From an optimization exercise on the open Yosys and OpenROAD flow, aimed at small area; shortcuts taken in it are not production practice. Only simulation tests tie the RTL to the original design; equivalence was not proved. No activity file was given, so power comes from the tool's default toggle rates.

`design/flow/flow/run.sh`:
```
#!/bin/bash
# Layout flow: the standard ORFS flow (standard.sh, unchanged synthesis),
# with two settings changed:
#  - clock tree synthesis without dummy load cells,
#  - the smallest buffer (buf_1) for the input and output port buffers.
# The whole make output goes to flow_standard.log in the work folder.
set -euo pipefail
export CTS_ARGS="-sink_clustering_enable -repair_clock_nets -dont_use_dummy_load"
export BUFFER_PORTS_ARGS="-buffer_cell sky130_fd_sc_hd__buf_1"
bash standard.sh > flow_standard.log 2>&1
```
`design/flow/standard.sh`:
```
#!/bin/bash
# synth_recipe.tcl (not shown) runs the flow's synth.tcl, then flattens the netlist and writes it again
# the make line also repeats each setting of config.mk as NAME=value (left out here)
make -C /OpenROAD-flow-scripts/flow DESIGN_CONFIG=/design/flow/config.mk WORK_HOME=/design/flow/orfs CLKGATE_MAP_FILE= SYNTH_SCRIPT=/design/flow/synth_recipe.tcl "${@:-finish}"
```
`design/flow/config.mk`:
```
export PLATFORM = sky130hd
export DESIGN_NAME = keypad_password_system
export DESIGN_NICKNAME = keypad_password_system
export VERILOG_FILES = /design/flow/design.v
export SDC_FILE = /design/flow/constraint.sdc
export NUM_CORES = 4
export LEC_CHECK = 0
export CAP_MARGIN = 20
export CORE_MARGIN = 2
export CORE_UTILIZATION = 40
export SLEW_MARGIN = 20
```
`design/flow/constraint.sdc`:
```
create_clock -name core_clock -period 10.0 [get_ports {clk}]
set_input_delay 2.0000 -clock core_clock [delete_from_list [all_inputs] [get_ports {clk}]]
set_output_delay 2.0000 -clock core_clock [all_outputs]
set_load 0.01 [all_outputs]
```
`design/flow/design.v`:
```
module hex_to_7seg (
    input  wire [3:0] hex_in,
    output wire [6:0] seg_out   
);
    localparam [15:0] T_A = 16'b0111010011111100;
    localparam [15:0] T_B = 16'b0101010111011111;
    localparam [15:0] T_C = 16'b0111011111101111;
    localparam [15:0] T_D = 16'b0111000011110000;
    localparam [15:0] T_E = 16'b0010001011010000;
    localparam [15:0] T_F = 16'b0110011011101010;
    localparam [15:0] T_G = 16'b1111111101111010;
    assign seg_out = {T_G[hex_in], T_F[hex_in], T_E[hex_in], T_D[hex_in],
                      T_C[hex_in], T_B[hex_in], T_A[hex_in]};
endmodule
module keypad_scanner (
    input  wire       clk,
    input  wire       reset,
    input  wire [3:0] rows,
    output wire [3:0] cols,
    output wire [3:0] key_pos,     
    output wire       key_apply    
);
    localparam [5:0] SCAN_END = 6'b000111;
    reg [5:0] scan_timer;
    reg [1:0] scan_index;
    wire scan_tick = (scan_timer == SCAN_END);
    always @(posedge clk or posedge reset) begin
        if (reset) begin
            scan_timer <= 6'd0;
            scan_index <= 2'd0;
        end else begin
            scan_timer <= scan_tick ? 6'd0 : {~scan_timer[4:0], ~(scan_timer[5] ^ scan_timer[4])};
            if (scan_tick)
                scan_index <= {scan_index[0], ~scan_index[1]};
        end
    end
    assign cols = {~(scan_index == 2'b10), ~(scan_index == 2'b11),
                   ~(scan_index == 2'b01), ~(scan_index == 2'b00)};
    reg [3:0] row_sync1, row_sync2;
    always @(posedge clk) begin
        row_sync1 <= rows;
        row_sync2 <= row_sync1;
    end
    reg row_changed;
    always @(posedge clk)
        row_changed <= reset ? (row_sync1 != 4'b1111) : (row_sync1 != row_sync2);
    reg [2:0] debounce_counter;
    reg       deb_valid;
    reg [1:0] deb_row;
    wire       one_low = (row_sync2 == 4'b1110) | (row_sync2 == 4'b1101) |
                         (row_sync2 == 4'b1011) | (row_sync2 == 4'b0111);
    wire [1:0] low_row = {~row_sync2[2] | ~row_sync2[3], ~row_sync2[1] | ~row_sync2[3]};
    localparam [2:0] DEB_DONE = 3'b110;
    wire deb_update = !row_changed && debounce_counter == DEB_DONE;
    always @(posedge clk or posedge reset) begin
        if (reset) begin
            debounce_counter <= 3'b000;
            deb_valid <= 1'b0;
        end else if (row_changed) begin
            debounce_counter <= 3'b000;
        end else begin
            case (debounce_counter)
                3'b000: debounce_counter <= 3'b001;
                3'b001: debounce_counter <= 3'b011;
                3'b011: debounce_counter <= 3'b111;
                default: debounce_counter <= DEB_DONE;
            endcase
            if (debounce_counter == DEB_DONE)
                deb_valid <= one_low;
        end
    end
    always @(posedge clk)
        if (deb_update)
            deb_row <= low_row;
    wire key_found = deb_valid & ~(scan_index == 2'b11 & deb_row == 2'd3);
    localparam [2:0] K_IDLE = 3'b000, K_DET = 3'b001, K_W1 = 3'b011, K_W2 = 3'b111,
                     K_W3 = 3'b110, K_W4 = 3'b101, K_W = 3'b010;
    reg [2:0] state;
    reg [3:0] detected_key;
    reg [11:0] release_timer;
    localparam [11:0] RELEASE_END = 12'b001110010011;   
    wire waiting = (state != K_IDLE) & (state != K_DET);
    always @(posedge clk or posedge reset) begin
        if (reset) begin
            state <= K_IDLE;
        end else begin
            case (state)
                K_IDLE: if (key_found) state <= K_DET;
                K_DET:  state <= K_W1;
                K_W1:   state <= K_W2;
                K_W2:   state <= K_W3;
                K_W3:   state <= K_W4;
                K_W4:   state <= K_W;
                K_W:    if (!key_found && release_timer == RELEASE_END) state <= K_IDLE;
                default: state <= K_IDLE;
            endcase
        end
    end
    always @(posedge clk) begin
        if (state == K_IDLE)
            detected_key <= {scan_index, deb_row};
        release_timer <= (waiting && !key_found) ?
            {~release_timer[10:0], ~(release_timer[11] ^ release_timer[0])} : 12'd0;
    end
    assign key_pos = detected_key;
    assign key_apply = (state == K_W4);
endmodule
module password_fsm (
    input  wire        clk,
    input  wire        reset,
    input  wire [3:0]  key_pos,
    input  wire        key_apply,
    output reg  [1:0]  state,
    output reg  [11:0] digits
);
    localparam S_IDLE     = 2'b00;
    localparam S_ENTERING = 2'b01;
    localparam S_SUCCESS  = 2'b10;
    localparam S_FAIL     = 2'b11;
    localparam [3:0] P_EMPTY = 4'b1111;   
    localparam [3:0] P_1 = 4'b0000, P_2 = 4'b0100, P_3 = 4'b1100, P_4 = 4'b0001;
    localparam [3:0] P_C = 4'b1010, P_E = 4'b0011;
    localparam [16:0] TIMER_END = {5'b11011, 12'b101011011011};
    wire is_digit = (key_pos[3:2] != 2'b10) & ~(key_pos[1:0] == 2'd3 & key_pos[3:2] != 2'b01);
    wire is_clear = (key_pos == P_C);
    wire is_enter = (key_pos == P_E);
    wire full = (digits[11:8] != P_EMPTY);
    wire pass = (digits == {P_1, P_2, P_3}) & (key_pos == P_4);
    reg [4:0] timer;
    wire in_result = state[1];
    wire timer_done = ({timer, digits} == TIMER_END);
    always @(posedge clk or posedge reset) begin
        if (reset) begin
            state <= S_IDLE;
        end else begin
            case (state)
                S_IDLE:
                    if (key_apply && is_digit) state <= S_ENTERING;
                S_ENTERING:
                    if (key_apply) begin
                        if (is_clear) state <= S_IDLE;
                        else if (is_enter) state <= S_FAIL;
                        else if (is_digit && full) state <= pass ? S_SUCCESS : S_FAIL;
                    end
                default:
                    if (timer_done) state <= S_IDLE;
            endcase
        end
    end
    wire load = key_apply & ((state == S_IDLE & is_digit) |
                             (state == S_ENTERING & (is_enter | (is_digit & full))));
    wire shift = in_result | (key_apply & state == S_ENTERING & is_digit);
    wire from_timer = in_result | (state[0] & (full | is_enter));
    always @(posedge clk) begin
        timer <= in_result ? {~digits[11:8], ~(timer[4] ^ digits[3])} : 5'd0;
        if (load | shift) begin
            digits[11:4] <= load ? {P_EMPTY, P_EMPTY} : digits[7:0];
            digits[3:0] <= from_timer ? timer[3:0] : key_pos;
        end
    end
endmodule
module seven_seg_driver (
    input  wire        clk,
    input  wire        reset,
    input  wire [1:0]  state,
    input  wire [11:0] digits,
    output wire [6:0]  seg_out,
    output wire [3:0]  digit_sel
);
    localparam [5:0] PRE_START = 6'b000110;
    localparam [5:0] PRE_END   = 6'b110001;
    reg [5:0] prescaler;
    reg [1:0] idx;
    reg       started;
    wire pre_end = (prescaler == PRE_END);
    always @(posedge clk or posedge reset) begin
        if (reset) begin
            prescaler <= PRE_START;
            idx <= 2'd0;
            started <= 1'b0;
        end else begin
            prescaler <= {prescaler[4:0], prescaler[5] ^ prescaler[4] ^ (prescaler[4:0] == 5'd0)};
            if (pre_end) begin
                started <= 1'b1;
                if (started) idx <= {idx[0], ~idx[1]};
            end
        end
    end
    wire show_digit = (state == 2'b01) & (idx != 2'b00);
    wire [3:0] nib = idx[1] ? (idx[0] ? digits[7:4] : digits[3:0]) : digits[11:8];
    wire [6:0] digit_seg;
    hex_to_7seg decoder_inst (.hex_in(nib), .seg_out(digit_seg));
    reg [6:0] char_seg;
    always @(*) begin
        case ({state, idx})
            4'b10_00: char_seg = 7'b1110011;   
            4'b10_01: char_seg = 7'b1110111;   
            4'b10_11: char_seg = 7'b1101101;   
            4'b10_10: char_seg = 7'b1101101;   
            4'b11_00: char_seg = 7'b1110001;   
            4'b11_01: char_seg = 7'b1110111;   
            4'b11_11: char_seg = 7'b0000110;   
            4'b11_10: char_seg = 7'b0111000;   
            default:  char_seg = 7'b1000000;   
        endcase
    end
    wire [6:0] seg = show_digit ? digit_seg : char_seg;
    assign seg_out = (!started && prescaler[2]) ? 7'b0000000 : seg;
    assign digit_sel = (!started && prescaler[1]) ? 4'b1111 :
                       {~(idx == 2'b00), ~(idx == 2'b01), ~(idx == 2'b11), ~(idx == 2'b10)};
endmodule
module keypad_password_system (
    input  wire       clk,
    input  wire       reset_n,
    input  wire [3:0] keypad_rows,
    output wire [3:0] keypad_cols,
    output wire [6:0] seg_out,
    output wire [3:0] digit_sel
);
    wire reset = ~reset_n;
    wire       key_apply;    
    wire [3:0] key_pos;      
    wire [1:0] fsm_state;
    wire [11:0] fsm_digits;
    keypad_scanner u_keypad (
        .clk(clk),
        .reset(reset),
        .rows(keypad_rows),
        .cols(keypad_cols),
        .key_pos(key_pos),
        .key_apply(key_apply)
    );
    password_fsm u_fsm (
        .clk(clk),
        .reset(reset),
        .key_pos(key_pos),
        .key_apply(key_apply),
        .state(fsm_state),
        .digits(fsm_digits)
    );
    seven_seg_driver u_display (
        .clk(clk),
        .reset(reset),
        .state(fsm_state),
        .digits(fsm_digits),
        .seg_out(seg_out),
        .digit_sel(digit_sel)
    );
endmodule
```
==> summary.md, run 1 <==
| Metric | Value |
|---|---|
| Status | complete, no violations |
| Reg-to-reg startpoint | u_fsm.state[0] |
| Commonest non-fill, non-tap cell in the layout | nor2_1 |
| Gr usage total | 0.147 |
| Final hold violations | 0 |
| Hold Path End | u_keypad.row_sync2[2] |
| Pre-CTS setup slack | 5750 ps |
| Num CTS Buffers | 9 |
| Flop pwr share | 0.627 |
| Worst Max-Slew Pin Slew | between 1000 and 1500 ps |
| Synthesized Nets | 309 |
| Flops & latches, synth | 70 |
| DIE WIDTH | 92.9 um |
| Power per cell area | 138 nW/um^2 |
| Crit-path max FO | 15 |
| Clock latency (worst-skew pair) | 340 ps |
| Post-synthesis average cell area | about 11 um^2 |
| Site row count | 32 |
| Startpoint Class | register |
| H-tree depth | 3 |
| Crit-path slowest cell | dfrtp_1 |
| Worst Hold Depth | 0 |
| Cts hold-fix bufs | 0 |
| Fin util | 0.445 |
| Ratio of cells with drive above 1 in the final layout | 0.0927 |
| Fin crit share | 0.469 |
| R2R cell count | 2 |
| # clock sinks | 70 |
| Crit path time final | 4690 ps |
| Total wire length | 5840 um |
| Drt wl/cell | about 14 um |
| Clock tree buffer depth | 2 |
| Final RePlAce weighted congestion | 0.786 |
| Internal reg-to-reg setup slack | 8060 ps |
| Clock power share | 0.357 |
| IO Pins | 21 |
| Post-synth EDFFs | 18 |
| Die area | between 8000 and 9000 um^2 |
| Yosys warnings | 3 |
| LEAKAGE | 1.37 nW |
| Relative slew margins | 0.282 |
| HP Class | register to register |
| CP cell instances | mux2i_1, a21o_1, inv_1, ha_1, a2111oi_0, a31oi_1, nor2_1, buf_1 |
| Combinational share of power | 0.016 |
| Reg2reg end | u_fsm.digits[9] |
| Worst path required time | 8000 ps |
| Worst path max stage delay | 680 ps |
| Pins Over Slew Limit | 0 |
| First-pass GRT wire length | 9830 um |
| Yosys cell types | 72 |
| Die Y | a little over 90 um |
| Top FF cell, synth | dfxtp_1 |
| Max-cap violation count | 0 |
| Post-CTS Setup Inserts | 0 |
| Post-DP HPWL | 4000 um |
| Antenna Nets Post-Route | 0 |
| # port buffers | 20 |
| Seq/Total Area, Yosys | 0.543 |
| Fmax | 213 MHz |
| Detailed Route Iter0 Violations | 92 |
| Grt total ovfl | 0 |
| Worst setup margin | about 5300 ps |
| CTS tree | yes |
| Worst vdd ir | 0.0865 mV |
| Vias | approximately 2200 |
| Layout net count | between 300 and 400 |
| RSZ-0062 raised after global routing | no |
| Fin Setup TNS | 0 ps |
| Crit path capture type | output pin |
| Hold path startpoint | u_keypad.row_sync1[2] |
| Area growth syn-to-layout | 8.36% |
| Synth Cell Area | 3160 um^2 |
| Initial DRT Pass Iterations | 4 |
| DR vias/cell | 5.18 |
| Starting Density | 0.411 |
| Drt drc | 0 |
| N_diodes | 0 |
| Crit path arrival time | around 2700 ps |
| FFs w/ async S/R, synth | 0.371 |
| Commonest cells after routing, fill and taps aside | nor2_1, dfxtp_1, dfrtp_1 |
| Final Cell Area | 3420 um^2 |
| Synth Instances | 297 |
| Setup Crit Path Kind | register to output pin |
| Finish-stage setup viols | 0 |
| Sw Pwr | 0.0000947 W |
| Vias in the first global route | approximately 2100 |
| Post_cts resized | 0 |
| CTS Root Cell | clkbuf_8 |
| Internal | 0.000376 W |
| Net Sw Frac | 0.201 |
| Pwr Total | 0.000471 W |
| Placed inst area | about 3300 um^2 |
| Core box area | 7690 um^2 |
| Largest net degree at the start of global routing | 33 |
| Initial antenna violation count | 0 |
| Clock-pin slew on the worst setup and hold paths | 70 ps |
| Clk_skew | 17.2 ps |
==> layer usage <==
metal,share of wire,global-route usage,vias up
li1,-,-,1075
met1,0.46,0.183,1018
met2,0.47,0.241,48
met3,0.045,0.0366,10
met4,0.019,0.0662,0
met5,0,0,-
==> layout make-up <==
cell class,instances,area [um^2]
Inverter,16,60.1
Fill cell,758,4270
Sequential cell,70,1710
Tap cell,102,128
Clock buffer,9,124
Timing Repair Buffer,21,82.6
Multi-Input combinational cell,197,1310
==> power groups by stage <==
| stage | Clock, W | Sequential (W) | Combinational (W) |
|---|---|---|---|
| finish | 0.000168 | 0.000295 | 0.00000742 |
| global route | 0.000185 | 0.000296 | 0.00000865 |
| CTS | 0.000175 | 0.000295 | 0.00000773 |
| detailed placement | 0 | 0.000301 | 0.00000770 |
| global placement | 0 | 0.000301 | 0.00000759 |
| floorplan | 0 | 0.000300 | 0.00000477 |
==> Yosys cell counts (3+ instances only) <==
cell / count / share of area
nand3b_1: 3 / 0.0071
mux2i_1: 3 / 0.0095
ha_1: 6 / 0.024
edfxtp_1: 18 / 0.17
dfrtp_1: 24 / 0.19
clkbuf_1: 7 / 0.0083
a31oi_1: 3 / 0.0059
o22ai_1: 3 / 0.0059
nor3_1: 7 / 0.011
mux2_1: 5 / 0.018
xor2_1: 5 / 0.014
buf_2: 5 / 0.0079
nand3_1: 8 / 0.013
o21a_1: 4 / 0.0095
inv_1: 15 / 0.018
nand4b_1: 3 / 0.0083
nand2b_1: 12 / 0.024
nor3b_1: 3 / 0.0071
nor2_1: 44 / 0.052
a21oi_1: 5 / 0.0079
nor4b_1: 3 / 0.0083
o21ai_0: 4 / 0.0063
nand2_1: 19 / 0.023
dfxtp_1: 26 / 0.16
nor2b_1: 3 / 0.0059
o21ai_1: 6 / 0.0095
==> how the worst max path moves through the flow <==
| stage | startpoint | end | slack [ps] | cells after the start |
|---|---|---|---|---|
| 2_1_floorplan | u_display.idx[0] | seg_out[5] | 6300 | 8 |
| 3_3_place_gp | u_display.idx[1] | seg_out[5] | 5850 | 8 |
| 3_5_place_dp | u_display.idx[1] | seg_out[5] | 5750 | 8 |
| 4_1_cts | u_display.idx[0] | seg_out[3] | 5370 | 8 |
| 5_1_grt | u_display.idx[0] | seg_out[3] | 5060 | 8 |
| 6_report | u_display.idx[0] | seg_out[3] | 5310 | 8 |
==> sequential cells by signal, indices dropped and copies added, names as in the netlist <==
signal                     flops
u_display.idx                  2
u_display.prescaler            6
u_display.started              1
u_fsm.digits                  12
u_fsm.state                    2
u_fsm.timer                    5
u_keypad.deb_row               2
u_keypad.deb_valid             1
u_keypad.debounce_counter      3
u_keypad.detected_key          4
u_keypad.release_timer        12
u_keypad.row_changed           1
u_keypad.row_sync1             4
u_keypad.row_sync2             4
u_keypad.scan_index            2
u_keypad.scan_timer            6
u_keypad.state                 3
==> worst max-delay path, delay by kind of cell (launching register included) <==
| kind | cells | cell delay, ps |
|---|---|---|
| flops | 1 | 680 |
| simple gates | 1 | 120 |
| fa+ha+maj | 1 | 230 |
| compound gates | 3 | 820 |
| mux | 1 | 250 |
| buf+inv | 2 | 260 |
==> through the flow <==
step	std cells	hold WS, ps
floorplan	297	346
global placement	406	358
detailed placement	406	361
CTS	415	372
global route	415	380
finish	415	370
==> cells by family after synthesis <==
logic type	count (synthesis)	synth area share
AO/OA/AOI/OAI	48	0.118
XOR/XNOR	6	0.0166
adder cells (fa/ha/maj)	6	0.0238
buffers and inverters	30	0.0412
flip-flops	70	0.543
multiplexers	13	0.0519
AND/OR/NAND/NOR	124	0.206
==> inputs of run 2 (changes only) <==
--- a/design/flow/flow/run.sh
+++ b/design/flow/flow/run.sh
@@ -5,6 +5,6 @@
 #  - the smallest buffer (buf_1) for the input and output port buffers.
 # The whole make output goes to flow_standard.log in the work folder.
 set -euo pipefail
-export CTS_ARGS="-sink_clustering_enable -repair_clock_nets -dont_use_dummy_load"
+export CTS_ARGS="-sink_clustering_enable -repair_clock_nets -dont_use_dummy_load -buf_list sky130_fd_sc_hd__clkbuf_4"
 export BUFFER_PORTS_ARGS="-buffer_cell sky130_fd_sc_hd__buf_1"
 bash standard.sh > flow_standard.log 2>&1
==> run 2 against run 1 <==
  * Via count decreased by 0.42%
  * Highest routed layer unchanged
  * Die area is the same
  * Count of clock-buffer cells in the layout is the same
  * Global-route usage hardly changed
  * Synthesized area is the same
  * Fmax shrank 1.2%
==> summary.md, run 2 <==
| Metric | Value |
|---|---|
| Status | complete, no violations (unchanged) |
| CTS Root Cell | clkbuf_4 (was clkbuf_8) |
| IO Pins | 21 (unchanged) |
| Worst setup margin | 5250 ps (was 5310 ps) |
| Clock latency (worst-skew pair) | 400 ps (was 340 ps) |
| Post-route insts no fill | 415 (unchanged) |
| Max-cap violation count | 0 (unchanged) |
| CTS tree | yes (unchanged) |
| Synth Cell Area | 3160 um^2 (unchanged) |
| Placed insts | 406 (unchanged) |
| Seq/Total Area, Yosys | 0.543 (unchanged) |
| Largest registers | u_fsm.digits (12), u_keypad.release_timer (12) (unchanged) |
| Gr usage total | 0.147 (about the same) |
| Crit path capture type | output pin (unchanged) |
| Clk_skew | 30.5 ps (was 17.2 ps) |
| Grt total ovfl | 0 (unchanged) |
| LEAKAGE | 1.35 nW (was 1.37 nW) |
| Post-synthesis average cell area | 10.6 um^2 (unchanged) |
| Crit path time final | 4750 ps (was 4690 ps) |
| Startpoint Class | register (unchanged) |
| Commonest cells after routing, fill and taps aside | nor2_1, dfxtp_1, dfrtp_1 (unchanged) |
| Internal reg-to-reg setup slack | 8060 ps (about the same) |
| Yosys warnings | 3 (unchanged) |
| DR vias/cell | 5.16 (was 5.18) |
| Synth area leader | dfrtp_1 (unchanged) |
| Vias | 2142 (was 2151) |
| Drt wl/cell | 13.9 um (was 14.1 um) |
| Worst vdd ir | 0.0765 mV (was 0.0865 mV) |
| Num CTS Buffers | 9 (unchanged) |
| Fin crit share | 0.475 (was 0.469) |
| Final hold violations | 0 (unchanged) |
| Post-CTS Setup Inserts | 0 (unchanged) |
| Power per cell area | 126 nW/um^2 (was 138 nW/um^2) |
| Area growth syn-to-layout | 6.58% (was 8.36%) |
| Final RePlAce weighted congestion | 0.786 (unchanged) |
| Most frequent cells after synthesis | nor2_1, dfxtp_1, dfrtp_1 (unchanged) |
| First-pass GRT wire length | 9770 um (was 9830 um) |
| Largest net degree at the start of global routing | 33 (unchanged) |
| # port buffers | 20 (unchanged) |
| WHS | 375 ps (was 370 ps) |
| Fin Setup TNS | 0 ps (unchanged) |
| Antenna Nets Post-Route | 0 (unchanged) |
| Drt drc | 0 (unchanged) |
| Fin util | 0.438 (was 0.445) |
| Top FF cell, synth | dfxtp_1 (unchanged) |
| Hold path startpoint | u_display.prescaler[0] (was u_keypad.row_sync1[2]) |
| Total wire length | 5770 um (was 5840 um) |
| Setup Crit Path Kind | register to output pin (unchanged) |
| Vias in the first global route | 2087 (was 2106) |
| H-tree depth | 3 (unchanged) |
| Initial DRT Pass Iterations | 4 (unchanged) |
| Pins Over Slew Limit | 0 (unchanged) |
| N_diodes | 0 (unchanged) |
| Reg-to-reg startpoint | u_fsm.state[0] (unchanged) |
| Post-synth EDFFs | 18 (unchanged) |
| Clock-pin slew on the worst setup and hold paths | 100 ps (was 70 ps) |
| R2R cell count | 2 (unchanged) |
| Pre-CTS setup slack | 5750 ps (unchanged) |
| Core box area | 7690 um^2 (unchanged) |
| RSZ-0062 raised after global routing | no (unchanged) |
| Post_cts resized | 0 (unchanged) |
| Ratio of cells with drive above 1 in the final layout | 0.0927 (unchanged) |
| Hold Path End | u_display.prescaler[1] (was u_keypad.row_sync2[2]) |
| Worst Max-Slew Pin Slew | 1060 ps (about the same) |
| Detailed Route Iter0 Violations | 86 (was 92) |
| HP Class | register to register (unchanged) |
| Synthesized Nets | 309 (unchanged) |
| Worst path required time | 8000 ps (about the same) |
| FFs w/ async S/R, synth | 0.371 (unchanged) |
| Crit-path max FO | 15 (unchanged) |
| Filler cells | 760 (was 758) |
| Crit path arrival time | 2750 ps (was 2690 ps) |
| Synth Instances | 297 (unchanged) |
| Reg2reg end | u_fsm.digits[9] (unchanged) |
| Die area | 8620 um^2 (unchanged) |
| Top cell type's share of synthesized area | 0.190 (unchanged) |
| Worst Hold Depth | 0 (unchanged) |
| Die Y | 92.9 um (unchanged) |
| Initial antenna violation count | 0 (unchanged) |
| Area contributors post-synth | dfrtp_1, edfxtp_1, dfxtp_1 (unchanged) |
| Clock tree buffer depth | 2 (unchanged) |
| Cts hold-fix bufs | 0 (unchanged) |
| DIE WIDTH | 92.9 um (unchanged) |
| Finish-stage setup viols | 0 (unchanged) |
| Layout net count | 327 (unchanged) |
| Site row count | 32 (unchanged) |
| Relative slew margins | 0.286 (was 0.282) |
| Flops & latches, synth | 70 (unchanged) |
| Commonest non-fill, non-tap cell in the layout | nor2_1 (unchanged) |
| Post-DP HPWL | 4000 um (unchanged) |
| # clock sinks | 70 (unchanged) |
| Starting Density | 0.411 (unchanged) |
| Fmax | 211 MHz (was 213 MHz) |
| Yosys cell types | 72 (unchanged) |
| Most common cell in the netlist | nor2_1 (unchanged) |
[run 2: cell counts after synthesis]
Identical to the previous run, type by type.
[run 2: routing by layer]
layer	global-route usage	share of wire	up-vias
li1	-	-	1077
met1	0.181	0.47	1015
met2	0.240	0.48	43
met3	0.0415	0.041	7
met4	0.0625	0.014	0
met5	0	0	-
[run 2: critical path: stages, from the launching register on]
cell and delay (ps):
dfrtp_1 690, mux2i_1 250, a21o_1 210, inv_1 100
ha_1 230, a2111oi_0 520, a31oi_1 80, nor2_1 120
buf_1 160
[run 2: cells by family after synthesis]
kind of cell,after synthesis,synth area share
flops,70,0.543
fa+ha+maj,6,0.0238
mux,13,0.0519
xor+xnor,6,0.0166
simple gates,124,0.206
compound gates,48,0.118
buf+inv,30,0.0412
[run 2: power by group]
group | internal [W] | switching, W | leakage [nW]
registers | 0.000293 | 0.00000247 | 0.711
logic | 0.00000317 | 0.00000425 | 0.593
clock network | 0.0000418 | 0.0000804 | 0.0414
[run 2: through the flow]
| step | power (W) | instance area [um^2] |
|---|---|---|
| floorplan | 0.000305 | 3160 |
| CTS | 0.000434 | 3370 |
| global placement | 0.000309 | 3300 |
| detailed placement | 0.000309 | 3300 |
| finish | 0.000425 | 3370 |
| global route | 0.000445 | 3370 |
[run 2: cell type report]
class | instances | area, um^2 | area share
Clock buffer | 9 | 67.6 | 0.0201
Inverter | 16 | 60.1 | 0.0178
Multi-Input combinational cell | 197 | 1310 | 0.390
Sequential cell | 70 | 1710 | 0.509
Tap cell | 102 | 128 | 0.0379
Timing Repair Buffer | 21 | 82.6 | 0.0245
[run 2: how the worst max path moves through the flow]
stage                                start    endpoint  slack (ps)  depth (start not counted)
after floorplan           u_display.idx[0]  seg_out[5]        6300                          8
after global placement    u_display.idx[1]  seg_out[5]        5850                          8
after detailed placement  u_display.idx[1]  seg_out[5]        5750                          8
after CTS                 u_display.idx[0]  seg_out[3]        5280                          8
after global routing      u_display.idx[0]  seg_out[3]        4970                          8
final                     u_display.idx[0]  seg_out[3]        5250                          8
==> inputs of run 3 (changes only) <==
--- a/design/flow/config.mk
+++ b/design/flow/config.mk
@@ -7,5 +7,5 @@
 export LEC_CHECK = 0
 export CAP_MARGIN = 20
 export CORE_MARGIN = 2
-export CORE_UTILIZATION = 40
+export CORE_UTILIZATION = 55
 export SLEW_MARGIN = 20
==> run 3 against run 2 <==
  * Critical endpoint is now seg_out[5]
  * Sequential cell count is the same
  * Sequential share of layout area grew 0.67 points
  * Count of clock-buffer cells in the layout is the same
  * Clock power is essentially flat
  * Clock skew shrank 10 ps
  * Worst hold slack lost 5.9 ps
  * Non-clock buffer count shrank 1
  * Power grew 0.22%
==> summary.md, run 3 <==
| Metric | Value |
|---|---|
| Status | complete, no violations (unchanged) |
| Fmax | 214 MHz (was 211 MHz) |
| Combinational share of power | 0.017 (about the same) |
| Critical path origin | u_display.idx[1] (was u_display.idx[0]) |
| Synth Cell Area | 3160 um^2 (unchanged) |
| Synthesized Nets | 309 (unchanged) |
| Ratio of cells with drive above 1 in the final layout | 0.0929 (was 0.0927) |
| Final hold violations | 0 (unchanged) |
| RSZ-0062 raised after global routing | no (unchanged) |
| Commonest cells after routing, fill and taps aside | nor2_1, dfxtp_1, dfrtp_1 (unchanged) |
| Fin Setup TNS | 0 ps (unchanged) |
| Internal reg-to-reg setup slack | 8060 ps (about the same) |
| Gr usage total | 0.197 (was 0.147) |
| Yosys cell types | 72 (unchanged) |
| Hold path startpoint | u_display.prescaler[1] (was u_display.prescaler[0]) |
| Area contributors post-synth | dfrtp_1, edfxtp_1, dfxtp_1 (unchanged) |
| Net Sw Frac | 0.207 (was 0.205) |
| Pre-CTS setup slack | 5750 ps (about the same) |
| DIE WIDTH | 79.8 um (was 92.9 um) |
| Clock-pin slew on the worst setup and hold paths | 100 ps (about the same) |
| Initial antenna violation count | 0 (unchanged) |
| HP Class | register to register (unchanged) |
| Drt wl/cell | 14.4 um (was 13.9 um) |
| Crit path arrival time | 2680 ps (was 2750 ps) |
| Top FF cell, synth | dfxtp_1 (unchanged) |
| Num CTS Buffers | 9 (unchanged) |
| Synth area leader | dfrtp_1 (unchanged) |
| Reg2reg end | u_fsm.digits[10] (was u_fsm.digits[9]) |
| Starting Density | 0.570 (was 0.411) |
| Fin crit share | 0.468 (was 0.475) |
| Sw Pwr | 0.0000883 W (was 0.0000871 W) |
| Hold Path End | u_display.prescaler[2] (was u_display.prescaler[1]) |
| H-tree depth | 3 (unchanged) |
| Worst Hold Depth | 0 (unchanged) |
| R2R cell count | 5 (was 2) |
| Pins Over Slew Limit | 0 (unchanged) |
| Clock latency (worst-skew pair) | 400 ps (about the same) |
| Startpoint Class | register (unchanged) |
| Worst vdd ir | 0.0902 mV (was 0.0765 mV) |
| Crit path time final | 4680 ps (was 4750 ps) |
| DR vias/cell | 5.69 (was 5.16) |
| Reg-to-reg startpoint | u_keypad.detected_key[1] (was u_fsm.state[0]) |
| Fin util | 0.600 (was 0.438) |
| Post-synth EDFFs | 18 (unchanged) |
| # port buffers | 20 (unchanged) |
| Flop pwr share | 0.693 (was 0.695) |
| Grt total ovfl | 0 (unchanged) |
| Synth Instances | 297 (unchanged) |
| Worst setup margin | 5320 ps (was 5250 ps) |
| Site row count | 27 (was 32) |
| Vias | 2186 (was 2142) |
| Final RePlAce weighted congestion | 0.806 (was 0.786) |
| Total wire length | 5530 um (was 5770 um) |
| Clock tree buffer depth | 2 (unchanged) |
| Crit-path max FO | 21 (was 15) |
| Internal | 0.000337 W (was 0.000338 W) |
| Largest registers | u_fsm.digits (12), u_keypad.release_timer (12) (unchanged) |
| Flops & latches, synth | 70 (unchanged) |
| Post-synthesis simple-gate area fraction | 0.206 (unchanged) |
| Worst path required time | 8000 ps (about the same) |
| Seq/Total Area, Yosys | 0.543 (unchanged) |
| Commonest non-fill, non-tap cell in the layout | nor2_1 (unchanged) |
| Largest net degree at the start of global routing | 33 (unchanged) |
| Layout net count | 326 (was 327) |
| Finish-stage setup viols | 0 (unchanged) |
| Setup Crit Path Kind | register to output pin (unchanged) |
| Die Y | 79.8 um (was 92.9 um) |
| Top cell type's share of synthesized area | 0.190 (unchanged) |
| Antenna Nets Post-Route | 0 (unchanged) |
| Detailed Route Iter0 Violations | 94 (was 86) |
| CTS Root Cell | clkbuf_4 (unchanged) |
| Most frequent cells after synthesis | nor2_1, dfxtp_1, dfrtp_1 (unchanged) |
| Largest family of logic cells by synthesized area | simple AND/OR/NAND/NOR gates (unchanged) |
| Post-route insts no fill | 384 (was 415) |
| Placed insts | 375 (was 406) |
| XOR/XNOR share of the synthesized area | 0.0166 (unchanged) |
| IO Pins | 21 (unchanged) |
| Mux cell area share after synthesis | 0.0519 (unchanged) |
| Yosys warnings | 3 (unchanged) |
| FFs w/ async S/R, synth | 0.371 (unchanged) |
| Post-CTS Setup Inserts | 0 (unchanged) |
| Cts hold-fix bufs | 0 (unchanged) |
| Vias in the first global route | 2072 (was 2087) |
| CTS tree | yes (unchanged) |
| Clk_skew | 20.5 ps (was 30.5 ps) |
| First-pass GRT wire length | 9520 um (was 9770 um) |
| Compound-cell area share of the yosys netlist | 0.118 (unchanged) |
| Post-DP HPWL | 3780 um (was 4000 um) |
| Final Cell Area | 3320 um^2 (was 3370 um^2) |
| Most common cell in the netlist | nor2_1 (unchanged) |
| Initial DRT Pass Iterations | 5 (was 4) |
| Relative slew margins | 0.265 (was 0.286) |
| Power per cell area | 128 nW/um^2 (was 126 nW/um^2) |
| Drt drc | 0 (unchanged) |
| Core box area | 5540 um^2 (was 7690 um^2) |
| Crit path capture type | output pin (unchanged) |
| Worst Max-Slew Pin Slew | 1090 ps (was 1060 ps) |
| Post-synthesis average cell area | 10.6 um^2 (unchanged) |
| Post_cts resized | 0 (unchanged) |
| N_diodes | 0 (unchanged) |
| Filler cells | 489 (was 760) |
| Die area | 6360 um^2 (was 8620 um^2) |
| Max-cap violation count | 0 (unchanged) |
| Clock power share | 0.290 (was 0.288) |
| Post-synthesis adder-cell area fraction | 0.0238 (unchanged) |
| Area growth syn-to-layout | 5.19% (was 6.58%) |
| LEAKAGE | 1.34 nW (was 1.35 nW) |
| Placed inst area | 3250 um^2 (was 3300 um^2) |
| # clock sinks | 70 (unchanged) |
==> run 3: cell counts after synthesis <==
Identical to the previous run, type by type.
==> run 3: worst max path at each step <==
stage | to | slack (ps) | depth (start not counted)
6_report | seg_out[5] | 5320 | 8
5_1_grt | seg_out[5] | 5010 | 8
4_1_cts | seg_out[5] | 5280 | 8
3_5_place_dp | seg_out[5] | 5750 | 8
3_3_place_gp | seg_out[5] | 5840 | 8
2_1_floorplan | seg_out[5] | 6300 | 8
==> run 3: per-layer routing <==
metal  track usage  routed length, um  vias up
li1              -                  -     1078
met1         0.241               2550     1034
met2         0.319               2600       63
met3        0.0475                283       11
met4         0.108                 89        0
met5             0                  0        -
==> run 3: kinds of logic (layout without fill, tap and decap cells) <==
| group | after synthesis | count (layout) |
|---|---|---|
| AOI/OAI and AO/OA | 48 | 48 |
| xor gates and xnor gates | 6 | 6 |
| adders and majority gates | 6 | 6 |
| buffers and inverters | 30 | 45 |
| DFF | 70 | 70 |
| muxes | 13 | 13 |
| and+or+nand+nor | 124 | 124 |
==> run 3: power by group through the flow <==
stage,clock network (W),logic (W),registers [W]
after detailed placement,0,0.00000757,0.000301
after CTS,0.000131,0.00000755,0.000295
after floorplan,0,0.00000477,0.000300
after global routing,0.000141,0.00000841,0.000296
final,0.000123,0.00000722,0.000295
after global placement,0,0.00000743,0.000301
==> run 3: through the flow <==
stage / hold slack (ps) / total power, W
CTS: 376 / 0.000433
floorplan: 346 / 0.000305
global route: 383 / 0.000445
detailed placement: 363 / 0.000309
finish: 369 / 0.000426
global placement: 355 / 0.000309
==> run 3: critical path, cell delays in order, from the launching register on <==
cell	delay (ps)
dfrtp_1	820
nor2_1	110
a21oi_1	370
inv_1	120
ha_1	300
nor2b_1	40
o31ai_1	190
and3_1	180
buf_1	140
==> run 3: final cells by class <==
class / count / area (um^2) / area share
clock buffer: 9 / 67.6 / 0.0203
timing repair buffer: 20 / 76.3 / 0.0230
inverter: 16 / 60.1 / 0.0181
tap: 72 / 90.1 / 0.0271
sequential: 70 / 1710 / 0.516
multi-input combinational: 197 / 1310 / 0.395
==> inputs of run 4 (changes only) <==
==> design/flow/flow/run.sh (replaced) <==
#!/bin/bash
# Layout flow: the standard ORFS flow (standard.sh, unchanged synthesis),
# with two settings changed:
#  - clock tree synthesis without dummy load cells,
#  - the smallest buffer (buf_1) for the input and output port buffers.
# The whole make output goes to flow_standard.log in the work folder.
set -euo pipefail
export CTS_ARGS="-repair_clock_nets -dont_use_dummy_load -buf_list sky130_fd_sc_hd__clkbuf_4"
export BUFFER_PORTS_ARGS="-buffer_cell sky130_fd_sc_hd__buf_1"
bash standard.sh > flow_standard.log 2>&1
--- a/design/flow/config.mk
+++ b/design/flow/config.mk
@@ -7,5 +7,5 @@
 export LEC_CHECK = 0
 export CAP_MARGIN = 20
 export CORE_MARGIN = 2
-export CORE_UTILIZATION = 55
+export CORE_UTILIZATION = 40
 export SLEW_MARGIN = 20
==> run 4 against run 3 <==
  * Still clean
  * Clock power about the same
  * Register-to-register slack about the same
  * Critical path depth unchanged
  * Cell count up 8.1%
  * Utilization down 16 points
  * Die area up 35%
  * Via count down 2.0%
  * Synthesized area unchanged
  * Synthesized cell count unchanged
  * Largest cell class unchanged
  * Largest power group unchanged
==> summary.md, run 4 <==
| Metric | Value |
|---|---|
| Cts hold-fix bufs | 0 (unchanged) |
| Final Cell Area | 3370 um^2 (was 3320 um^2) |
| Grt total ovfl | 0 (unchanged) |
| Core box area | 7690 um^2 (was 5540 um^2) |
| H-tree depth | 3 (unchanged) |
| Combinational share of power | 0.017 (about the same) |
| Multi-input logic area | 1310 um^2 (unchanged) |
| Setup Crit Path Kind | register to output pin (unchanged) |
| CP cell instances | mux2i_1, a21o_1, inv_1, ha_1, a2111oi_0, a31oi_1, nor2_1, buf_1 (was nor2_1, a21oi_1, inv_1, ha_1, nor2b_1, o31ai_1, and3_1, buf_1) |
| Crit path capture type | output pin (unchanged) |
| Area contributors post-synth | dfrtp_1, edfxtp_1, dfxtp_1 (unchanged) |
| Clock latency (worst-skew pair) | 400 ps (about the same) |
| Worst Hold Depth | 0 (unchanged) |
| Clock power share | 0.288 (was 0.290) |
| Post-CTS Setup Inserts | 0 (unchanged) |
| Pins Over Slew Limit | 0 (unchanged) |
| Total wire length | 5770 um (was 5530 um) |
| Internal | 0.000338 W (was 0.000337 W) |
| Max-cap violation count | 0 (unchanged) |
| Fin Setup TNS | 0 ps (unchanged) |
| Worst path required time | 8000 ps (about the same) |
| Finish-stage setup viols | 0 (unchanged) |
| Internal reg-to-reg setup slack | 8060 ps (about the same) |
| Initial DRT Pass Iterations | 4 (was 5) |
| Relative slew margins | 0.286 (was 0.265) |
| Most frequent cells after synthesis | nor2_1, dfxtp_1, dfrtp_1 (unchanged) |
| Seq/Total Area, Yosys | 0.543 (unchanged) |
| Vias in the first global route | 2087 (was 2072) |
| N_diodes | 0 (unchanged) |
| Final hold violations | 0 (unchanged) |
| Placed insts | 406 (was 375) |
| Reg2reg end | u_fsm.digits[9] (was u_fsm.digits[10]) |
| Post_cts resized | 0 (unchanged) |
| Top FF cell, synth | dfxtp_1 (unchanged) |
| Crit path arrival time | 2750 ps (was 2680 ps) |
| Startpoint Class | register (unchanged) |
| Initial antenna violation count | 0 (unchanged) |
| Antenna Nets Post-Route | 0 (unchanged) |
| Largest net degree at the start of global routing | 33 (unchanged) |
| Synth area leader | dfrtp_1 (unchanged) |
| Drt drc | 0 (unchanged) |
| Net Sw Frac | 0.205 (was 0.207) |
| Critical path origin | u_display.idx[0] (was u_display.idx[1]) |
| Status | complete, no violations (unchanged) |
| Detailed Route Iter0 Violations | 86 (was 94) |
| Die area | 8620 um^2 (was 6360 um^2) |
| Crit path time final | 4750 ps (was 4680 ps) |
| Reg-to-reg startpoint | u_fsm.state[0] (was u_keypad.detected_key[1]) |
| Num CTS Buffers | 9 (unchanged) |
| Largest registers | u_fsm.digits (12), u_keypad.release_timer (12) (unchanged) |
| Fin util | 0.438 (was 0.600) |
| Synth Cell Area | 3160 um^2 (unchanged) |
| Area growth syn-to-layout | 6.58% (was 5.19%) |
| Synth Instances | 297 (unchanged) |
| Top delay family on crit path | compound AO/OA/AOI/OAI gates (was flip-flops) |
| Gr usage total | 0.147 (was 0.197) |
| # clock sinks | 70 (unchanged) |
| Clock tree buffer depth | 2 (unchanged) |
| Yosys cell types | 72 (unchanged) |
| Placed inst area | 3300 um^2 (was 3250 um^2) |
| CP bufs+invs | 2 (unchanged) |
| LEAKAGE | 1.35 nW (was 1.34 nW) |
| Final RePlAce weighted congestion | 0.786 (was 0.806) |
| Flops & latches, synth | 70 (unchanged) |
| CTS tree | yes (unchanged) |
| Yosys warnings | 3 (unchanged) |
| Worst path max stage delay | 690 ps (was 820 ps) |
| Commonest non-fill, non-tap cell in the layout | nor2_1 (unchanged) |
| Worst vdd ir | 0.0765 mV (was 0.0902 mV) |
| DIE WIDTH | 92.9 um (was 79.8 um) |
| Post-route insts no fill | 415 (was 384) |
| Layout net count | 327 (was 326) |
| Hold Path End | u_display.prescaler[1] (was u_display.prescaler[2]) |
| Crit-path slowest cell | dfrtp_1 (unchanged) |
| Power per cell area | 126 nW/um^2 (was 128 nW/um^2) |
| Hold path startpoint | u_display.prescaler[0] (was u_display.prescaler[1]) |
| DR vias/cell | 5.16 (was 5.69) |
| RSZ-0062 raised after global routing | no (unchanged) |
| Clock-pin slew on the worst setup and hold paths | 100 ps (about the same) |
| # port buffers | 20 (unchanged) |
| Starting Density | 0.411 (was 0.570) |
| Ratio of cells with drive above 1 in the final layout | 0.0927 (was 0.0929) |
| Synthesized Nets | 309 (unchanged) |
| Fmax | 211 MHz (was 214 MHz) |
| Site row count | 32 (was 27) |
| Post-DP HPWL | 4000 um (was 3780 um) |
| Worst Max-Slew Pin Slew | 1060 ps (was 1090 ps) |
| Drt wl/cell | 13.9 um (was 14.4 um) |
| Flop pwr share | 0.695 (was 0.693) |
| FFs w/ async S/R, synth | 0.371 (unchanged) |
| Filler cells | 760 (was 489) |
| IO Pins | 21 (unchanged) |
| R2R cell count | 2 (was 5) |
| Most common cell in the netlist | nor2_1 (unchanged) |
| Post-synthesis average cell area | 10.6 um^2 (unchanged) |
| Fin crit share | 0.475 (was 0.468) |
| Post-synth EDFFs | 18 (unchanged) |
| Commonest cells after routing, fill and taps aside | nor2_1, dfxtp_1, dfrtp_1 (unchanged) |
| Sequential standard cell area | 1710 um^2 (unchanged) |
| HP Class | register to register (unchanged) |
| Clk_skew | 30.5 ps (was 20.5 ps) |
| CTS Root Cell | clkbuf_4 (unchanged) |
| Top cell type's share of synthesized area | 0.190 (unchanged) |
| Crit-path max FO | 15 (was 21) |
| First-pass GRT wire length | 9770 um (was 9520 um) |
| Vias | 2142 (was 2186) |
| Die Y | 92.9 um (was 79.8 um) |
| Sw Pwr | 0.0000871 W (was 0.0000883 W) |
[run 4: cell types whose count changed in the layout (fill, tap and decap cells not counted), sizes merged]
cell / before / now
clkbuf: 10 / 9
buf: 19 / 21
[run 4: worst max path at each step]
stage                  to  slack, ps  depth (start not counted)
6_report       seg_out[3]       5250                          8
4_1_cts        seg_out[3]       5280                          8
3_5_place_dp   seg_out[5]       5750                          8
2_1_floorplan  seg_out[5]       6300                          8
3_3_place_gp   seg_out[5]       5850                          8
5_1_grt        seg_out[3]       4970                          8
[run 4: metrics by stage]
step	setup WS (ps)	hold slack, ps	total power [W]
final	5250	375	0.000425
after global routing	4970	385	0.000445
after CTS	5280	374	0.000434
after detailed placement	5750	361	0.000309
after global placement	5850	358	0.000309
after floorplan	6300	346	0.000305
[run 4: power groups by stage]
stage | Clock [W] | Sequential, W | Combinational, W
2_1_floorplan | 0 | 0.000300 | 0.00000477
3_3_place_gp | 0 | 0.000301 | 0.00000759
3_5_place_dp | 0 | 0.000301 | 0.00000770
4_1_cts | 0.000131 | 0.000295 | 0.00000773
5_1_grt | 0.000141 | 0.000296 | 0.00000864
6_report | 0.000122 | 0.000295 | 0.00000743
[run 4: logic make-up (layout without fill, tap and decap cells)]
group                    count (synthesis)  after routing  share of synthesized area
AO/OA/AOI/OAI                           48             48                      0.118
XOR/XNOR                                 6              6                     0.0166
adder cells (fa/ha/maj)                  6              6                     0.0238
buffers and inverters                   30             46                     0.0412
flip-flops                              70             70                      0.543
multiplexers                            13             13                     0.0519
AND/OR/NAND/NOR                        124            124                      0.206
[run 4: worst register-to-register path, delay by kind of cell, from the launching register on]
kind / cells / cell delay, ps
AO/OA/AOI/OAI: 1 / 960
flip-flops: 1 / 550
AND/OR/NAND/NOR: 1 / 130
[run 4: cell type report]
type,count,area share
Timing Repair Buffer,21,0.0245
Inverter,16,0.0178
Clock buffer,9,0.0201
Sequential cell,70,0.509
Multi-Input combinational cell,197,0.390
Tap cell,102,0.0379
[run 4: layer usage]
metal,vias up,track usage,share of wire
met4,0,0.0625,0.014
met1,1015,0.181,0.47
li1,1077,-,-
met2,43,0.240,0.48
met3,7,0.0415,0.041
met5,-,0,0
==> inputs of run 5 (changes only) <==
==> design/flow/flow/run.sh (replaced) <==
#!/bin/bash
# Layout flow: the standard ORFS flow (standard.sh, unchanged synthesis),
# with two settings changed:
#  - clock tree synthesis without dummy load cells,
#  - the smallest buffer (buf_1) for the input and output port buffers.
# The whole make output goes to flow_standard.log in the work folder.
set -euo pipefail
export CTS_ARGS="-sink_clustering_enable -repair_clock_nets -dont_use_dummy_load -buf_list {sky130_fd_sc_hd__clkbuf_2 sky130_fd_sc_hd__clkbuf_4} -sink_clustering_size 20 -sink_clustering_max_diameter 60"
export BUFFER_PORTS_ARGS="-buffer_cell sky130_fd_sc_hd__buf_1"
bash standard.sh > flow_standard.log 2>&1
==> run 5 against run 4 <==
  * Sequential power hardly changed
  * Still clean
  * Critical path type unchanged
  * Count of clock-buffer cells in the layout stayed put
  * Register-to-register slack hardly changed
  * Synthesized cell count stayed put
  * Via count stayed put
  * Highest routed layer unchanged
  * Clock power hardly changed
  * First-iteration DRC count stayed put
  * Synthesized area stayed put
  * Global-route usage stayed put
  * Clock skew stayed put
==> summary.md, run 5 <==
| Metric | Value |
|---|---|
| Top cell type's share of synthesized area | 0.190 (unchanged) |
| Total wire length | 5770 um (unchanged) |
| Worst path required time | 8000 ps (about the same) |
| Worst vdd ir | 0.0765 mV (unchanged) |
| Post_cts resized | 0 (unchanged) |
| DR vias/cell | 5.16 (unchanged) |
| Hold Path End | u_display.prescaler[1] (unchanged) |
| Synth area leader | dfrtp_1 (unchanged) |
| # clock sinks | 70 (unchanged) |
| Pwr Total | 0.000425 W (unchanged) |
| FFs w/ async S/R, synth | 0.371 (unchanged) |
| Critical path origin | u_display.idx[0] (unchanged) |
| Detailed Route Iter0 Violations | 86 (unchanged) |
| Drt drc | 0 (unchanged) |
| Area contributors post-synth | dfrtp_1, edfxtp_1, dfxtp_1 (unchanged) |
| Pins Over Slew Limit | 0 (unchanged) |
| Final RePlAce weighted congestion | 0.786 (unchanged) |
| Clk_skew | 30.5 ps (unchanged) |
| Flops & latches, synth | 70 (unchanged) |
| N_diodes | 0 (unchanged) |
| Post-DP HPWL | 4000 um (unchanged) |
| Top FF cell, synth | dfxtp_1 (unchanged) |
| Clock latency (worst-skew pair) | 400 ps (about the same) |
| Cts hold-fix bufs | 0 (unchanged) |
| Grt total ovfl | 0 (unchanged) |
| # port buffers | 20 (unchanged) |
| Fmax | 211 MHz (unchanged) |
| Max-cap violation count | 0 (unchanged) |
| Ratio of cells with drive above 1 in the final layout | 0.0927 (unchanged) |
| Crit path time final | 4750 ps (unchanged) |
| RSZ-0062 raised after global routing | no (unchanged) |
| Synth Cell Area | 3160 um^2 (unchanged) |
| Commonest non-fill, non-tap cell in the layout | nor2_1 (unchanged) |
| Fin Setup TNS | 0 ps (unchanged) |
| Finish-stage setup viols | 0 (unchanged) |
| Worst Hold Depth | 0 (unchanged) |
| IO Pins | 21 (unchanged) |
| Vias in the first global route | 2087 (unchanged) |
| Post-CTS Setup Inserts | 0 (unchanged) |
| Yosys cell types | 72 (unchanged) |
| Setup Crit Path Kind | register to output pin (unchanged) |
| Status | complete, no violations (unchanged) |
| Power per cell area | 126 nW/um^2 (unchanged) |
| Reg2reg end | u_fsm.digits[9] (unchanged) |
| HP Class | register to register (unchanged) |
| Yosys warnings | 3 (unchanged) |
| Pre-CTS setup slack | 5750 ps (unchanged) |
| Antenna Nets Post-Route | 0 (unchanged) |
| Met1 global-route usage | 0.181 (unchanged) |
| Starting Density | 0.411 (unchanged) |
| Most common cell in the netlist | nor2_1 (unchanged) |
| Seq/Total Area, Yosys | 0.543 (unchanged) |
| Clock-pin slew on the worst setup and hold paths | 100 ps (about the same) |
| Layout net count | 327 (unchanged) |
| Most frequent cells after synthesis | nor2_1, dfxtp_1, dfrtp_1 (unchanged) |
| CTS Root Cell | clkbuf_4 (unchanged) |
| Crit-path max FO | 15 (unchanged) |
| Met2 Use GR | 0.240 (unchanged) |
| Worst Max-Slew Pin Slew | 1060 ps (unchanged) |
| Num CTS Buffers | 9 (unchanged) |
| Vias | 2142 (unchanged) |
| Post-synthesis average cell area | 10.6 um^2 (unchanged) |
| Largest registers | u_fsm.digits (12), u_keypad.release_timer (12) (unchanged) |
| Startpoint Class | register (unchanged) |
| R2R cell count | 2 (unchanged) |
| Relative slew margins | 0.286 (unchanged) |
| Fin crit share | 0.475 (unchanged) |
| Site row count | 32 (unchanged) |
| First-pass GRT wire length | 9770 um (unchanged) |
| Clock tree buffer depth | 2 (unchanged) |
| Die Y | 92.9 um (unchanged) |
| Reg-to-reg startpoint | u_fsm.state[0] (unchanged) |
| Synthesized Nets | 309 (unchanged) |
| Area growth syn-to-layout | 6.58% (unchanged) |
| Die area | 8620 um^2 (unchanged) |
| Commonest cells after routing, fill and taps aside | nor2_1, dfxtp_1, dfrtp_1 (unchanged) |
| Gr usage total | 0.147 (unchanged) |
| Core box area | 7690 um^2 (unchanged) |
| Crit path arrival time | 2750 ps (about the same) |
| Final hold violations | 0 (unchanged) |
| Grt peak-use layer | met2 (unchanged) |
| Crit path capture type | output pin (unchanged) |
| Internal reg-to-reg setup slack | 8060 ps (about the same) |
| CTS tree | yes (unchanged) |
| Initial DRT Pass Iterations | 4 (unchanged) |
| M3 GR Usage | 0.0415 (unchanged) |
| Initial antenna violation count | 0 (unchanged) |
| DIE WIDTH | 92.9 um (unchanged) |
| Hold path startpoint | u_display.prescaler[0] (unchanged) |
| Post-synth EDFFs | 18 (unchanged) |
| LEAKAGE | 1.35 nW (unchanged) |
| Drt wl/cell | 13.9 um (unchanged) |
| Worst setup margin | 5250 ps (unchanged) |
| Synth Instances | 297 (unchanged) |
| H-tree depth | 3 (unchanged) |
| Largest net degree at the start of global routing | 33 (unchanged) |
[run 5: cell counts after synthesis]
No cell type changed its count.
[run 5: logic make-up after synthesis]
logic type,count (synthesis),synth area share
buffers and inverters,30,0.0412
AO/OA/AOI/OAI,48,0.118
AND/OR/NAND/NOR,124,0.206
adder cells (fa/ha/maj),6,0.0238
XOR/XNOR,6,0.0166
multiplexers,13,0.0519
flip-flops,70,0.543
[run 5: critical path, stage by stage, from the launching register on]
cell and delay, ps:
dfrtp_1 690, mux2i_1 250, a21o_1 210, inv_1 100
ha_1 230, a2111oi_0 520, a31oi_1 80, nor2_1 120
buf_1 160
[run 5: layout make-up]
cell class,count,area [um^2]
fill,760,4320
sequential,70,1710
inverter,16,60.1
timing repair buffer,21,82.6
clock buffer,9,67.6
tap,102,128
multi-input combinational,197,1310
[run 5: worst max path at each step]
stage	to	slack (ps)	cells past startpoint
6_report	seg_out[3]	5250	8
2_1_floorplan	seg_out[5]	6300	8
3_5_place_dp	seg_out[5]	5750	8
3_3_place_gp	seg_out[5]	5850	8
4_1_cts	seg_out[3]	5280	8
5_1_grt	seg_out[3]	4970	8
[run 5: power breakdown]
| part | total (W) | internal [W] | switching, W | leakage (nW) |
|---|---|---|---|---|
| combinational | 0.00000743 | 0.00000317 | 0.00000425 | 0.593 |
| clock | 0.000122 | 0.0000418 | 0.0000804 | 0.0414 |
| sequential | 0.000295 | 0.000293 | 0.00000247 | 0.711 |
| total | 0.000425 | 0.000338 | 0.0000871 | 1.35 |
[run 5: metal layers]
layer / vias to the layer above / routed length, um / share of wire
li1: 1077 / - / -
met1: 1015 / 2680 / 0.47
met2: 43 / 2770 / 0.48
met3: 7 / 236 / 0.041
met4: 0 / 82 / 0.014
met5: - / 0 / 0
[run 5: metrics by stage]
step / instance area (um^2) / instances / hold slack, ps / utilization
global placement: 3300 / 406 / 358 / 0.429
detailed placement: 3300 / 406 / 361 / 0.429
finish: 3370 / 415 / 375 / 0.438
CTS: 3370 / 415 / 374 / 0.438
floorplan: 3160 / 297 / 346 / -
global route: 3370 / 415 / 385 / 0.438
==> inputs of run 6 (changes only) <==
==> design/flow/flow/run.sh (replaced) <==
#!/bin/bash
# Layout flow: the standard ORFS flow (standard.sh, unchanged synthesis),
# with two settings changed:
#  - clock tree synthesis without dummy load cells,
#  - the smallest buffer (buf_1) for the input and output port buffers.
# The whole make output goes to flow_standard.log in the work folder.
set -euo pipefail
export CTS_ARGS="-sink_clustering_enable -repair_clock_nets -dont_use_dummy_load -buf_list sky130_fd_sc_hd__clkbuf_16"
export BUFFER_PORTS_ARGS="-buffer_cell sky130_fd_sc_hd__buf_1"
bash standard.sh > flow_standard.log 2>&1
--- a/design/flow/config.mk
+++ b/design/flow/config.mk
@@ -7,5 +7,5 @@
 export LEC_CHECK = 0
 export CAP_MARGIN = 20
 export CORE_MARGIN = 2
-export CORE_UTILIZATION = 40
+export CORE_UTILIZATION = 55
 export SLEW_MARGIN = 20
==> run 6 against run 5 <==
  * Critical endpoint is now seg_out[5]
  * Worst setup slack gained 150 ps
  * Utilization grew 19 points
  * Worst hold slack lost 5.3 ps
  * Register-to-register slack gained 50 ps
  * Cell count shrank 7.5%
  * Via count grew 0.79%
  * First-iteration DRC count grew 9.3%
==> summary.md, run 6 <==
| Metric | Value |
|---|---|
| Flops & latches, synth | 70 (unchanged) |
| Initial antenna violation count | 0 (unchanged) |
| LEAKAGE | 1.41 nW (was 1.35 nW) |
| Site row count | 27 (was 32) |
| Max-cap violation count | 0 (unchanged) |
| Vias | 2159 (was 2142) |
| Fin crit share | 0.459 (was 0.475) |
| Filler cells | 469 (was 760) |
| Status | complete, no violations (unchanged) |
| Grt total ovfl | 0 (unchanged) |
| IO Pins | 21 (unchanged) |
| Antenna Nets Post-Route | 0 (unchanged) |
| Synthesized Nets | 309 (unchanged) |
| Post-synthesis average cell area | 10.6 um^2 (unchanged) |
| Clock latency (worst-skew pair) | 320 ps (was 400 ps) |
| M3 GR Usage | 0.0475 (was 0.0415) |
| Fmax | 218 MHz (was 211 MHz) |
| Synth Cell Area | 3160 um^2 (unchanged) |
| Commonest cells after routing, fill and taps aside | nor2_1, dfxtp_1, dfrtp_1 (unchanged) |
| Post-DP HPWL | 3780 um (was 4000 um) |
| Crit path time final | 4590 ps (was 4750 ps) |
| Power per cell area | 160 nW/um^2 (was 126 nW/um^2) |
| First-pass GRT wire length | 9700 um (was 9770 um) |
| Internal reg-to-reg setup slack | 8110 ps (was 8060 ps) |
| FFs w/ async S/R, synth | 0.371 (unchanged) |
| CP bufs+invs | 2 (unchanged) |
| Worst Max-Slew Pin Slew | 1000 ps (was 1060 ps) |
| H-tree depth | 3 (unchanged) |
| Synth Instances | 297 (unchanged) |
| DIE WIDTH | 79.8 um (was 92.9 um) |
| Drt wl/cell | 14.6 um (was 13.9 um) |
| Area growth syn-to-layout | 10.2% (was 6.58%) |
| Grt peak-use layer | met2 (unchanged) |
| Die Y | 79.8 um (was 92.9 um) |
| CP cell instances | nor2_1, a21oi_1, inv_1, ha_1, nor2b_1, o31ai_1, and3_1, buf_1 (was mux2i_1, a21o_1, inv_1, ha_1, a2111oi_0, a31oi_1, nor2_1, buf_1) |
| Yosys warnings | 3 (unchanged) |
| Total wire length | 5610 um (was 5770 um) |
| HP Class | register to register (unchanged) |
| Final Cell Area | 3480 um^2 (was 3370 um^2) |
| Clock tree buffer depth | 2 (unchanged) |
| Pins Over Slew Limit | 0 (unchanged) |
| Synth area leader | dfrtp_1 (unchanged) |
| Setup Crit Path Kind | register to output pin (unchanged) |
| Fin util | 0.628 (was 0.438) |
| Reg-to-reg startpoint | u_fsm.state[0] (unchanged) |
| Detailed Route Iter0 Violations | 94 (was 86) |
| Startpoint Class | register (unchanged) |
| Post-CTS Setup Inserts | 0 (unchanged) |
| Post_cts resized | 0 (unchanged) |
| Pwr Total | 0.000558 W (was 0.000425 W) |
| Most frequent cells after synthesis | nor2_1, dfxtp_1, dfrtp_1 (unchanged) |
| Met2 Use GR | 0.324 (was 0.240) |
| Crit-path slowest cell | dfrtp_1 (unchanged) |
| Seq/Total Area, Yosys | 0.543 (unchanged) |
| Die area | 6360 um^2 (was 8620 um^2) |
| CTS Root Cell | clkbuf_16 (was clkbuf_4) |
| Met1 global-route usage | 0.249 (was 0.181) |
| Drt drc | 0 (unchanged) |
| N_diodes | 0 (unchanged) |
| Crit path arrival time | 2590 ps (was 2750 ps) |
| Placed inst area | 3250 um^2 (was 3300 um^2) |
| Hold path startpoint | u_keypad.row_sync1[0] (was u_display.prescaler[0]) |
| Crit-path max FO | 21 (was 15) |
| CTS tree | yes (unchanged) |
| Clk_skew | 9.37 ps (was 30.5 ps) |
| Ratio of cells with drive above 1 in the final layout | 0.0929 (was 0.0927) |
| Starting Density | 0.570 (was 0.411) |
| R2R cell count | 3 (was 2) |
| Relative slew margins | 0.320 (was 0.286) |
| Worst path required time | 8000 ps (about the same) |
| Fin Setup TNS | 0 ps (unchanged) |
| DR vias/cell | 5.62 (was 5.16) |
| Vias in the first global route | 2086 (was 2087) |
| # port buffers | 20 (unchanged) |
| Cts hold-fix bufs | 0 (unchanged) |
| Num CTS Buffers | 9 (unchanged) |
| Final hold violations | 0 (unchanged) |
| Finish-stage setup viols | 0 (unchanged) |
| Hold Path End | u_keypad.row_sync2[0] (was u_display.prescaler[1]) |
| RSZ-0062 raised after global routing | no (unchanged) |
| Core box area | 5540 um^2 (was 7690 um^2) |
| Gr usage total | 0.200 (was 0.147) |
| Largest registers | u_fsm.digits (12), u_keypad.release_timer (12) (unchanged) |
| Post-synth EDFFs | 18 (unchanged) |
| Worst Hold Depth | 0 (unchanged) |
| Area contributors post-synth | dfrtp_1, edfxtp_1, dfxtp_1 (unchanged) |
| Commonest non-fill, non-tap cell in the layout | nor2_1 (unchanged) |
| Crit path capture type | output pin (unchanged) |
| Most common cell in the netlist | nor2_1 (unchanged) |
| Top FF cell, synth | dfxtp_1 (unchanged) |
| Worst path max stage delay | 810 ps (was 690 ps) |
| Worst setup margin | 5410 ps (was 5250 ps) |
| Largest net degree at the start of global routing | 33 (unchanged) |
| Top delay family on crit path | flip-flops (was compound AO/OA/AOI/OAI gates) |
| Clock-pin slew on the worst setup and hold paths | 50 ps (was 100 ps) |
| Layout net count | 326 (was 327) |
| # clock sinks | 70 (unchanged) |
| Initial DRT Pass Iterations | 4 (unchanged) |
| Top cell type's share of synthesized area | 0.190 (unchanged) |
| Final RePlAce weighted congestion | 0.806 (was 0.786) |
| Pre-CTS setup slack | 5750 ps (about the same) |
| Worst vdd ir | 0.103 mV (was 0.0765 mV) |
| Reg2reg end | u_fsm.digits[3] (was u_fsm.digits[9]) |
| Yosys cell types | 72 (unchanged) |
run 6: cell counts after synthesis:
No cell type changed its count.
run 6: how the worst max path moves through the flow:
stage,start,endpoint,slack [ps],cells past startpoint
after floorplan,u_display.idx[0],seg_out[5],6300,8
after global placement,u_display.idx[1],seg_out[5],5840,8
after detailed placement,u_display.idx[1],seg_out[5],5750,8
after CTS,u_display.idx[1],seg_out[5],5400,8
after global routing,u_display.idx[1],seg_out[5],5120,8
final,u_display.idx[1],seg_out[5],5410,8
run 6: power by group:
group | leakage [nW] | internal [W] | switching, W
Combinational | 0.591 | 0.00000296 | 0.00000427
Sequential | 0.711 | 0.000294 | 0.00000254
Clock | 0.111 | 0.000157 | 0.0000974
Total | 1.41 | 0.000454 | 0.000104
run 6: cells by family (layout without fill, tap and decap cells):
family                   count (synthesis)  after routing  synth area share
AO/OA/AOI/OAI                           48             48             0.118
XOR/XNOR                                 6              6            0.0166
adder cells (fa/ha/maj)                  6              6            0.0238
buffers and inverters                   30             45            0.0412
flip-flops                              70             70             0.543
multiplexers                            13             13            0.0519
AND/OR/NAND/NOR                        124            124             0.206
run 6: area by class of cell:
cell class                      count  area [um^2]  area share
Inverter                           16         60.1      0.0173
Timing Repair Buffer               20         76.3      0.0219
Clock buffer                        9          225      0.0647
Tap cell                           72         90.1      0.0259
Sequential cell                    70         1710       0.493
Multi-Input combinational cell    197         1310       0.378
run 6: metrics by stage:
stage               hold WS, ps  std cells
finish                      370        384
global route                377        384
CTS                         370        384
detailed placement          363        375
global placement            355        375
floorplan                   346        297
run 6: layer usage:
layer  vias up  wire length, um
met5         -                0
met4         0               76
met3         7              203
met2        41             2710
met1      1032             2620
li1       1079                -

-- separate check: timing with driven ports --
How much do the figures lean on ideal ports? The routed layouts below were timed once more, with nothing changed but the port constraints.
Step 1 assumes that a clkbuf_16 drives the clock port and a buf_2 every other input.
Step 2 adds t to the input delays and takes it off the output delays; t is the mean of the earliest and latest rising clock arrival at the registers after step 1. Input paths then give back, and output paths get back, about the clock's delay inside the block.
a / b / c = ideal ports / drivers / drivers and shift; a / b = the first two.
| run | t, ns | setup WS [ns] | latest minus earliest clock arrival (ns) |
|---|---|---|---|
| run 1 | 0.363 | 5.312 / 5.285 / 5.648 | 0.018 / 0.019 |
| run 2 | 0.413 | 5.253 / 5.227 / 5.640 | 0.031 / 0.030 |
| run 3 | 0.413 | 5.319 / 5.295 / 5.708 | 0.021 / 0.020 |
| run 4 | 0.413 | 5.253 / 5.227 / 5.640 | 0.031 / 0.030 |
| run 5 | 0.413 | 5.253 / 5.227 / 5.640 | 0.031 / 0.030 |
| run 6 | 0.346 | 5.408 / 5.377 / 5.722 | 0.011 / 0.011 |
After both steps every run listed still meets setup and hold.
